What follows belongs to an exercise in optimizing a design on an open flow for small area; a production flow would make more cautious choices. Function was checked by simulation only, so behaviour that the tests miss may differ from the original. The clock port is modelled as an ideal driver, which makes a skipped or thinned clock tree look cheaper than it is; a real chip needs a root buffer or a tree. Power is estimated from default activity; no workload was simulated.

==> flow/design.v <==
module fifo (
  input  logic       clk, rst,
  input  logic       wr, rd,
  input  logic [7:0] data_in,
  output logic [7:0] data_out,
  output logic       full, empty
);
  logic [7:0] mem [16];
  logic [4:0] r;
  logic all1_2, all1_3, all1_4, all0_2, all0_3, all0_4;
  logic do_wr, do_rd, rst_n;
  logic [4:0] t, nxt;
  fifo_and2  u_a2 (.a(r[0]), .b(r[1]), .y(all1_2));
  fifo_and3  u_a3 (.a(r[0]), .b(r[1]), .c(r[2]), .y(all1_3));
  fifo_and4  u_a4 (.a(r[0]), .b(r[1]), .c(r[2]), .d(r[3]), .y(all1_4));
  fifo_nor2  u_z2 (.a(r[0]), .b(r[1]), .y(all0_2));
  fifo_nor3  u_z3 (.a(r[0]), .b(r[1]), .c(r[2]), .y(all0_3));
  fifo_nor4  u_z4 (.a(r[0]), .b(r[1]), .c(r[2]), .d(r[3]), .y(all0_4));
  fifo_andn  u_full (.a(all1_4), .b(r[4]), .y(full));      
  assign empty = r[4];
  fifo_andn  u_wr (.a(wr), .b(full), .y(do_wr));           
  fifo_and1n2 u_rd (.a(rd), .b(r[4]), .c(do_wr), .y(do_rd));  
  fifo_or2   u_t0 (.a(do_wr), .b(do_rd), .y(t[0]));
  fifo_ao22  u_t1 (.a1(do_wr), .a2(r[0]),   .b1(do_rd), .b2(~r[0]), .y(t[1]));
  fifo_ao22  u_t2 (.a1(do_wr), .a2(all1_2), .b1(do_rd), .b2(all0_2), .y(t[2]));
  fifo_ao22  u_t3 (.a1(do_wr), .a2(all1_3), .b1(do_rd), .b2(all0_3), .y(t[3]));
  fifo_ao22  u_t4 (.a1(do_wr), .a2(all1_4), .b1(do_rd), .b2(all0_4), .y(t[4]));
  fifo_inv   u_rstn (.a(rst), .y(rst_n));
  for (genvar k = 0; k < 5; k++) begin : g_nxt
    logic x;
    fifo_xnor2 u_x (.a(r[k]), .b(t[k]), .y(x));
    fifo_nand2 u_n (.a(x), .b(rst_n), .y(nxt[k]));        
  end
  always_ff @(posedge clk) begin
    if (do_wr) begin
      mem[0] <= data_in;
      for (int i = 1; i < 16; i++) mem[i] <= mem[i-1];
    end
  end
  logic [15:0] sel;
  fifo_dec16 u_dec (.a(r[3:0]), .y(sel));
  logic [7:0] head;
  for (genvar b = 0; b < 8; b++) begin : g_bit
    logic [15:0] m;
    for (genvar i = 0; i < 16; i++) begin : g_m
      assign m[i] = mem[i][b];
    end
    fifo_mux16 u_mux (.s(sel), .d(m), .y(head[b]));
  end
  always_ff @(posedge clk) begin
    if (do_rd) data_out <= head;
  end
  always_ff @(posedge clk) r <= nxt;
endmodule
module fifo_dec16 (
  input  logic [3:0]  a,
  output logic [15:0] y
);
  logic [3:0] an;
  logic [3:0] lo_n, hi_n;
  for (genvar k = 0; k < 4; k++) begin : g_inv
    fifo_inv u (.a(a[k]), .y(an[k]));
  end
  for (genvar j = 0; j < 4; j++) begin : g_pre
    fifo_nand2 u_lo (.a(j[0] ? a[0] : an[0]), .b(j[1] ? a[1] : an[1]), .y(lo_n[j]));
    fifo_nand2 u_hi (.a(j[0] ? a[2] : an[2]), .b(j[1] ? a[3] : an[3]), .y(hi_n[j]));
  end
  for (genvar i = 0; i < 16; i++) begin : g_out
    fifo_nor2 u (.a(lo_n[i % 4]), .b(hi_n[i / 4]), .y(y[i]));
  end
endmodule
module fifo_mux16 (
  input  logic [15:0] s,
  input  logic [15:0] d,
  output logic        y
);
  logic [5:0] t;   
  for (genvar k = 0; k < 5; k++) begin : g_aoi
    fifo_aoi222 u (.a1(s[3*k]), .a2(d[3*k]), .b1(s[3*k+1]), .b2(d[3*k+1]),
                   .c1(s[3*k+2]), .c2(d[3*k+2]), .y(t[k]));
  end
  fifo_nand2 u_last (.a(s[15]), .b(d[15]), .y(t[5]));
  logic t012;
  fifo_and3  u_and (.a(t[0]), .b(t[1]), .c(t[2]), .y(t012));
  fifo_nand4 u_out (.a(t012), .b(t[3]), .c(t[4]), .d(t[5]), .y(y));
endmodule
module fifo_aoi222 (input logic a1, a2, b1, b2, c1, c2, output logic y);
  assign y = ~((a1 & a2) | (b1 & b2) | (c1 & c2));
endmodule
module fifo_nand2 (input logic a, b, output logic y);
  assign y = ~(a & b);
endmodule
module fifo_nor2 (input logic a, b, output logic y);
  assign y = ~(a | b);
endmodule
module fifo_inv (input logic a, output logic y);
  assign y = ~a;
endmodule
module fifo_and3 (input logic a, b, c, output logic y);
  assign y = a & b & c;
endmodule
module fifo_nand4 (input logic a, b, c, d, output logic y);
  assign y = ~(a & b & c & d);
endmodule
module fifo_and2 (input logic a, b, output logic y);
  assign y = a & b;
endmodule
module fifo_and4 (input logic a, b, c, d, output logic y);
  assign y = a & b & c & d;
endmodule
module fifo_nor3 (input logic a, b, c, output logic y);
  assign y = ~(a | b | c);
endmodule
module fifo_nor4 (input logic a, b, c, d, output logic y);
  assign y = ~(a | b | c | d);
endmodule
module fifo_andn (input logic a, b, output logic y);
  assign y = a & ~b;
endmodule
module fifo_and1n2 (input logic a, b, c, output logic y);
  assign y = a & ~b & ~c;
endmodule
module fifo_or2 (input logic a, b, output logic y);
  assign y = a | b;
endmodule
module fifo_ao22 (input logic a1, a2, b1, b2, output logic y);
  assign y = (a1 & a2) | (b1 & b2);
endmodule
module fifo_xnor2 (input logic a, b, output logic y);
  assign y = ~(a ^ b);
endmodule
export LEC_CHECK = 0
export CAP_MARGIN = 20
export CORE_MARGIN = 2
export CORE_UTILIZATION = 70
export PLACE_DENSITY = 0.8
export SLEW_MARGIN = 20
export SYNTH_HIERARCHICAL = 1
export SYNTH_MINIMUM_KEEP_SIZE = 0
create_clock -name core_clock -period 5.0 [get_ports {clk}]
standard.sh (not shown) runs the stock make flow with config.mk's settings and CLKGATE_MAP_FILE= SYNTH_SCRIPT=/design/flow/synth_recipe.tcl, a recipe that flattens the netlist after the stock synthesis.
==> flow/flow/run.sh <==
#!/bin/bash
# Layout flow: the standard ORFS flow (standard.sh) with these changes:
#  - port buffers use the smallest buffer (buf_1),
#  - clock tree synthesis without dummy loads, on clkbuf_8.
set -euo pipefail
export BUFFER_PORTS_ARGS="-buffer_cell sky130_fd_sc_hd__buf_1"
export CTS_ARGS="-sink_clustering_enable -repair_clock_nets -dont_use_dummy_load -buf_list sky130_fd_sc_hd__clkbuf_8"
bash standard.sh finish > standard_finish.log 2>&1
==> next run, changes <==
==> flow/flow/run.sh (replaced) <==
#!/bin/bash
# Layout flow: the standard ORFS flow (standard.sh) with these changes:
#  - port buffers use the smallest buffer (buf_1),
#  - clock tree synthesis without dummy loads, on clkbuf_4 to 16.
set -euo pipefail
export BUFFER_PORTS_ARGS="-buffer_cell sky130_fd_sc_hd__buf_1"
export CTS_ARGS="-sink_clustering_enable -repair_clock_nets -dont_use_dummy_load -buf_list {sky130_fd_sc_hd__clkbuf_4 sky130_fd_sc_hd__clkbuf_8 sky130_fd_sc_hd__clkbuf_16}"
bash standard.sh finish > standard_finish.log 2>&1
Result: The changed run went through all stages and came out clean. Sequential cell count is unchanged. Routed wire length rose by 5.6%. Synthesized cell count stays the same. Power increases by 11%. Sequential power hardly moves. Count of clock-buffer cells in the layout stays the same. Worst hold slack gets worse by 0.0046 ns.
==> next run, changes <==
==> flow/run.sh (new file) <==
#!/bin/bash
# synth_recipe.tcl (not shown) runs the flow's synth.tcl, then flattens the netlist and writes it again
# the make line also repeats each setting of config.mk as NAME=value (left out here)
make -C /OpenROAD-flow-scripts/flow DESIGN_CONFIG=/design/flow/config.mk WORK_HOME=/design/flow/orfs CLKGATE_MAP_FILE= SYNTH_SCRIPT=/design/flow/synth_recipe.tcl finish
--- a/flow/config.mk
+++ b/flow/config.mk
@@ -8,6 +8,8 @@
 export CAP_MARGIN = 20
 export CORE_MARGIN = 2
-export CORE_UTILIZATION = 70
-export PLACE_DENSITY = 0.8
+export CORE_UTILIZATION = 40
+export CTS_BUF_LIST = sky130_fd_sc_hd__clkbuf_4
+export CTS_CLUSTER_DIAMETER = 100
+export CTS_CLUSTER_SIZE = 40
 export SLEW_MARGIN = 20
 export SYNTH_HIERARCHICAL = 1
removed: flow/flow/run.sh
removed: flow/standard.sh
Result: The changed run passed the timing, design-rule and antenna checks; wire length barely changes; register-to-register slack gains 0.32 ns; critical path depth goes down by 2; worst hold slack gains 0.013 ns; clock skew goes down by 0.0035 ns; non-clock buffer count stays the same; combinational power goes up by a few percent; worst setup slack loses 0.35 ns; count of clock-buffer cells in the layout goes up by 1.
==> next run, changes <==
==> flow/flow/run.sh (new file) <==
#!/bin/bash
# Layout flow: the standard ORFS flow (standard.sh) with these changes:
#  - port buffers use the smallest buffer (buf_1),
#  - before the placement resizer, every combinational cell is set to its
#    smallest drive strength (downsize.tcl); repair_design then adds what
#    slew and capacitance limits need,
#  - clock tree synthesis without dummy loads, on clkbuf_4.
set -euo pipefail
export BUFFER_PORTS_ARGS="-buffer_cell sky130_fd_sc_hd__buf_1"
export PRE_RESIZE_TCL="$PWD/flow/downsize.tcl"
export CTS_ARGS="-sink_clustering_enable -repair_clock_nets -dont_use_dummy_load -buf_list sky130_fd_sc_hd__clkbuf_4"
bash standard.sh finish > standard_finish.log 2>&1
==> flow/flow/downsize.tcl (new file) <==
# Set every combinational cell to the smallest drive strength of its type;
# repair_design then adds back the drive that slew and capacitance need.
set n 0
foreach inst [get_cells *] {
  set m [get_property $inst ref_name]
  if {![regexp {^(sky130_fd_sc_hd__[a-z0-9]+)_([0-9]+)$} $m -> base sz]} { continue }
  if {$sz == 1} { continue }
  if {[regexp {__(df|edf|sdf|dl|clk|tap|fill|decap|conb)} $base]} { continue }
  set lc [get_lib_cells -quiet */${base}_1]
  if {[llength $lc] == 0} { continue }
  puts "downsize [get_full_name $inst] $m -> ${base}_1"
  replace_cell $inst [lindex $lc 0]
  incr n
}
puts "downsized $n cells"
==> flow/standard.sh (new file) <==
#!/bin/bash
# synth_recipe.tcl (not shown) runs the flow's synth.tcl, then flattens the netlist and writes it again
# the make line also repeats each setting of config.mk as NAME=value (left out here)
make -C /OpenROAD-flow-scripts/flow DESIGN_CONFIG=/design/flow/config.mk WORK_HOME=/design/flow/orfs CLKGATE_MAP_FILE= SYNTH_SCRIPT=/design/flow/synth_recipe.tcl "${@:-finish}"
--- a/flow/config.mk
+++ b/flow/config.mk
@@ -8,8 +8,6 @@
 export CAP_MARGIN = 20
 export CORE_MARGIN = 2
-export CORE_UTILIZATION = 40
-export CTS_BUF_LIST = sky130_fd_sc_hd__clkbuf_4
-export CTS_CLUSTER_DIAMETER = 100
-export CTS_CLUSTER_SIZE = 40
+export CORE_UTILIZATION = 78
+export PLACE_DENSITY = 0.88
 export SLEW_MARGIN = 20
 export SYNTH_HIERARCHICAL = 1
removed: flow/run.sh
Routed wire length went up by 13%.
Synthesized cell count does not change.
Die area drops by 47%.
==> next run, changes <==
--- a/flow/config.mk
+++ b/flow/config.mk
@@ -8,6 +8,6 @@
 export CAP_MARGIN = 20
 export CORE_MARGIN = 2
-export CORE_UTILIZATION = 78
-export PLACE_DENSITY = 0.88
+export CORE_UTILIZATION = 70
+export PLACE_DENSITY = 0.8
 export SLEW_MARGIN = 20
 export SYNTH_HIERARCHICAL = 1
Clock power is lower by about 2%.
Wire length drops by 15%.
Area after synthesis is unchanged.
Cell count climbs by 4.7%.

Setup of S:
Starts from the design.v that is shown in full above.
Settings: LEC_CHECK=0, CAP_MARGIN=20, CORE_MARGIN=2, CORE_UTILIZATION=85, PLACE_DENSITY=0.92, SLEW_MARGIN=20, SYNTH_HIERARCHICAL=1, SYNTH_MINIMUM_KEEP_SIZE=0; clock period 5.0 ns.
==> flow/flow/run.sh <==
#!/bin/bash
# Layout flow: the standard ORFS flow (standard.sh) with these changes:
#  - port buffers use the smallest buffer (buf_1),
#  - clock tree synthesis without dummy loads, on clkbuf_4.
set -euo pipefail
export BUFFER_PORTS_ARGS="-buffer_cell sky130_fd_sc_hd__buf_1"
export CTS_ARGS="-sink_clustering_enable -repair_clock_nets -dont_use_dummy_load -buf_list sky130_fd_sc_hd__clkbuf_4"
bash standard.sh finish > standard_finish.log 2>&1
detailed placement: S exited with error
Setup changes, S to P
Settings: swapping 0.92 for 0.8 in PLACE_DENSITY; swapping 85 for 70 in CORE_UTILIZATION.
Findings:
- P reached the final stage; the timing, design-rule and antenna checks on its layout passed.
- In terms of fraction of registers with async set/reset, S and P differ only marginally.
- Looking at x dimension of the die, P sits 9.7% higher than S does.
- Comparing P against S, there is no change at all in area after synthesis.
- Compare S and P | die extent in y lower: S
- Going from S to P, share of the yosys chip area belonging to registers closely matched the old numbers; final HPWL from detailed placement fell by 3500 um; effective utilization at floorplan lower.
- As far as post-synthesis cell count goes, S and P are indistinguishable; the numbers are identical.
- Summary of P over S: fraction of the mapped netlist area in compound gates saw little to no change, global placer's final weighted congestion saw a decrease, total number of placement rows saw an increase.

fifo, a different RTL version from the one above (not shown whole).
Size: roughly 260 cells after synthesis, ~0.0050 mm^2 of cells after synthesis.
Settings: LEC_CHECK=0, CAP_MARGIN=20, CORE_MARGIN=2, CORE_UTILIZATION=70, PLACE_DENSITY=0.8, SLEW_MARGIN=20, SYNTH_HIERARCHICAL=1, SYNTH_MINIMUM_KEEP_SIZE=0; clock period 5.0 ns.
==> flow/flow/run.sh <==
#!/bin/bash
# Layout flow: the standard ORFS flow (standard.sh) with these changes:
#  - port buffers use the smallest buffer (buf_1),
#  - before the placement resizer, each combinational cell that drives at
#    most 3 pins is set to its smallest drive strength (downsize.tcl);
#    repair_design then adds what slew and capacitance limits need,
#  - the clock tree is four clkbuf_16 buffers driven by the clock port, one
#    per quarter of the flip-flops (clocktree.tcl, run at the start of the
#    CTS step in place of TritonCTS).
set -euo pipefail
export BUFFER_PORTS_ARGS="-buffer_cell sky130_fd_sc_hd__buf_1"
export PRE_RESIZE_TCL="$PWD/flow/downsize.tcl"
export PRE_CTS_TCL="$PWD/flow/clocktree.tcl"
bash standard.sh finish > standard_finish.log 2>&1
==> flow/flow/clocktree.tcl <==
set nbuf 4
set cbuf sky130_fd_sc_hd__clkbuf_16
set block [ord::get_db_block]
set clknet [$block findNet clk]
set sinks {}
foreach it [$clknet getITerms] {
  set b [[$it getInst] getBBox]
  lappend sinks [list [expr {([$b xMin] + [$b xMax]) / 2}] [expr {([$b yMin] + [$b yMax]) / 2}] $it]
}
set n [llength $sinks]
set groups {}
set sy [lsort -integer -index 1 $sinks]
set half [expr {($n + 1) / 2}]
foreach rs [list [lrange $sy 0 [expr {$half - 1}]] [lrange $sy $half end]] {
  set rs [lsort -integer -index 0 $rs]
  set m [llength $rs]
  set h [expr {($m + 1) / 2}]
  lappend groups [lrange $rs 0 [expr {$h - 1}]] [lrange $rs $h end]
}
set master [[ord::get_db] findMaster $cbuf]
set k 0
foreach g $groups {
  if {[llength $g] == 0} { continue }
  set sx 0
  set syy 0
  foreach s $g {
    incr sx [lindex $s 0]
    incr syy [lindex $s 1]
  }
  set cx [expr {$sx / [llength $g]}]
  set cy [expr {$syy / [llength $g]}]
  set inst [odb::dbInst_create $block $master "clkbuf_h_$k"]
  set net [odb::dbNet_create $block "clknet_h_$k"]
  $net setSigType CLOCK
  [$inst findITerm A] connect $clknet
  [$inst findITerm X] connect $net
  foreach s $g {
    set it [lindex $s 2]
    $it disconnect
    $it connect $net
  }
  $inst setLocation $cx $cy
  $inst setPlacementStatus PLACED
  puts "clock buffer clkbuf_h_$k: [llength $g] sinks, placed at ($cx, $cy)"
  incr k
}
$clknet setSigType CLOCK

# The tree is built: make the step's clock_tree_synthesis call do nothing.
rename clock_tree_synthesis orfs_clock_tree_synthesis_unused
proc clock_tree_synthesis {args} {
  puts "clock_tree_synthesis skipped: the clock tree was built by clocktree.tcl"
}
==> flow/flow/downsize.tcl <==
# Set each combinational cell that drives at most 3 pins to the smallest drive
# strength of its type (synthesis upsizes some cells that drive a single gate);
# repair_design then adds back any drive that slew and capacitance limits need.
set n 0
foreach inst [get_cells *] {
  set m [get_property $inst ref_name]
  if {![regexp {^(sky130_fd_sc_hd__[a-z0-9]+)_([0-9]+)$} $m -> base sz]} { continue }
  if {$sz == 1} { continue }
  if {[regexp {__(df|edf|sdf|dl|clk|tap|fill|decap|conb|buf)} $base]} { continue }
  set lc [get_lib_cells -quiet */${base}_1]
  if {[llength $lc] == 0} { continue }
  set fo 0
  foreach p [get_pins -of_objects $inst -filter "direction==output"] {
    set net [get_nets -quiet -of_objects $p]
    if {[llength $net] == 0} { continue }
    incr fo [llength [get_pins -quiet -of_objects $net -filter "direction==input"]]
    incr fo [llength [get_ports -quiet -of_objects $net]]
  }
  if {$fo > 3} { continue }
  puts "downsize [get_full_name $inst] $m -> ${base}_1 (fanout $fo)"
  replace_cell $inst [lindex $lc 0]
  incr n
}
puts "downsized $n cells"
Next try:
--- a/flow/flow/run.sh
+++ b/flow/flow/run.sh
@@ -5 +5 @@
-#    most 3 pins is set to its smallest drive strength (downsize.tcl);
+#    most 8 pins is set to its smallest drive strength (downsize.tcl);
--- a/flow/flow/downsize.tcl
+++ b/flow/flow/downsize.tcl
@@ -1 +1 @@
-# Set each combinational cell that drives at most 3 pins to the smallest drive
+# Set each combinational cell that drives at most 8 pins to the smallest drive
@@ -19 +19 @@
-  if {$fo > 3} { continue }
+  if {$fo > 8} { continue }
The new run completed without violations.
Worst setup slack is worse by 0.23 ns.
Synthesized cell count stays the same.
Core utilization stays flat.
Wire length fell by 0.42%.
Die area does not change.
Critical path depth is unchanged.
Next try:
Settings changed: CAP_MARGIN 20 to 5, SLEW_MARGIN 20 to 5.
Outcome: Die area is unchanged. Worst setup slack does not change. Wire length stays the same. Cell area does not change. Total power does not change. Synthesized cell count is unchanged.
Next try:
--- a/flow/flow/run.sh
+++ b/flow/flow/run.sh
@@ -5 +5 @@
-#    most 8 pins is set to its smallest drive strength (downsize.tcl);
+#    most 3 pins is set to its smallest drive strength (downsize.tcl);
@@ -7,3 +7 @@
-#  - the clock tree is four clkbuf_16 buffers driven by the clock port, one
-#    per quarter of the flip-flops (clocktree.tcl, run at the start of the
-#    CTS step in place of TritonCTS).
+#  - clock tree synthesis without dummy loads, on clkbuf_4.
@@ -13 +11 @@
-export PRE_CTS_TCL="$PWD/flow/clocktree.tcl"
+export CTS_ARGS="-sink_clustering_enable -repair_clock_nets -dont_use_dummy_load -buf_list sky130_fd_sc_hd__clkbuf_4"
--- a/flow/flow/downsize.tcl
+++ b/flow/flow/downsize.tcl
@@ -1 +1 @@
-# Set each combinational cell that drives at most 8 pins to the smallest drive
+# Set each combinational cell that drives at most 3 pins to the smallest drive
@@ -19 +19 @@
-  if {$fo > 8} { continue }
+  if {$fo > 3} { continue }
Settings changed: CAP_MARGIN 5 to 20, SLEW_MARGIN 5 to 20.
removed: flow/flow/clocktree.tcl
Outcome: Via count rose by 4.7%; sequential power hardly moves; die area is unchanged; power rose by 2.8%; design area rose by about 0.6%; first-iteration DRC count rose by 12%; clock skew rose by 0.017 ns.
In the first, second and third runs of this note the design's own scripts or RTL, not TritonCTS, make the clock network.

## static timing again, ports no longer ideal
The flow's constraints put no driver on any port. The routed layouts listed below were extracted and timed again, unchanged, in two steps. Step 1: set_driving_cell puts a clkbuf_16 on clk and a buf_2 on each other input, an assumption about the parent block. Step 2 adds t to the input delays and takes it off the output delays; t is the mean of the earliest and latest rising clock arrival at the registers after step 1. Input paths then give back, and output paths get back, about the clock's delay inside the block. a / b / c = ideal / step 1 / step 2; a / b = the first two.
run | t (ns) | setup slack, ns | worst setup path at the end | worst slew at a driven data input, ns
the first run of note 1 | 0.444 | 2.236 / 2.236 / 1.916 | input to register | 0.03
the second run of note 1 | 0.532 | 2.229 / 2.229 / 1.908 | input to register | 0.03
the third run of note 1 | 0.523 | 1.878 / 1.846 / 2.114 | input to register | 0.03
the fourth run of note 1 | 0.512 | 1.929 / 1.929 / 1.662 | input to register | 0.05
the fifth run of note 1 | 0.504 | 1.882 / 1.882 / 1.576 | input to register | 0.03
P | 0.522 | 2.230 / 2.230 / 1.914 | input to register | 0.03
the first run of note 3 | 0.249 | 1.870 / 1.870 / 1.734 | input to register | 0.03
the second run of note 3 | 0.251 | 1.644 / 1.644 / 1.528 | input to register | 0.03
the third run of note 3 | 0.251 | 1.644 / 1.644 / 1.528 | input to register | 0.03
the fourth run of note 3 | 0.517 | 1.907 / 1.907 / 1.735 | input to register | 0.03
After both steps setup and hold are still met in every run listed. The setup slack of the second run of note 1, which loses most, moves by 0.000 ns with the drivers and by -0.321 ns with both steps.
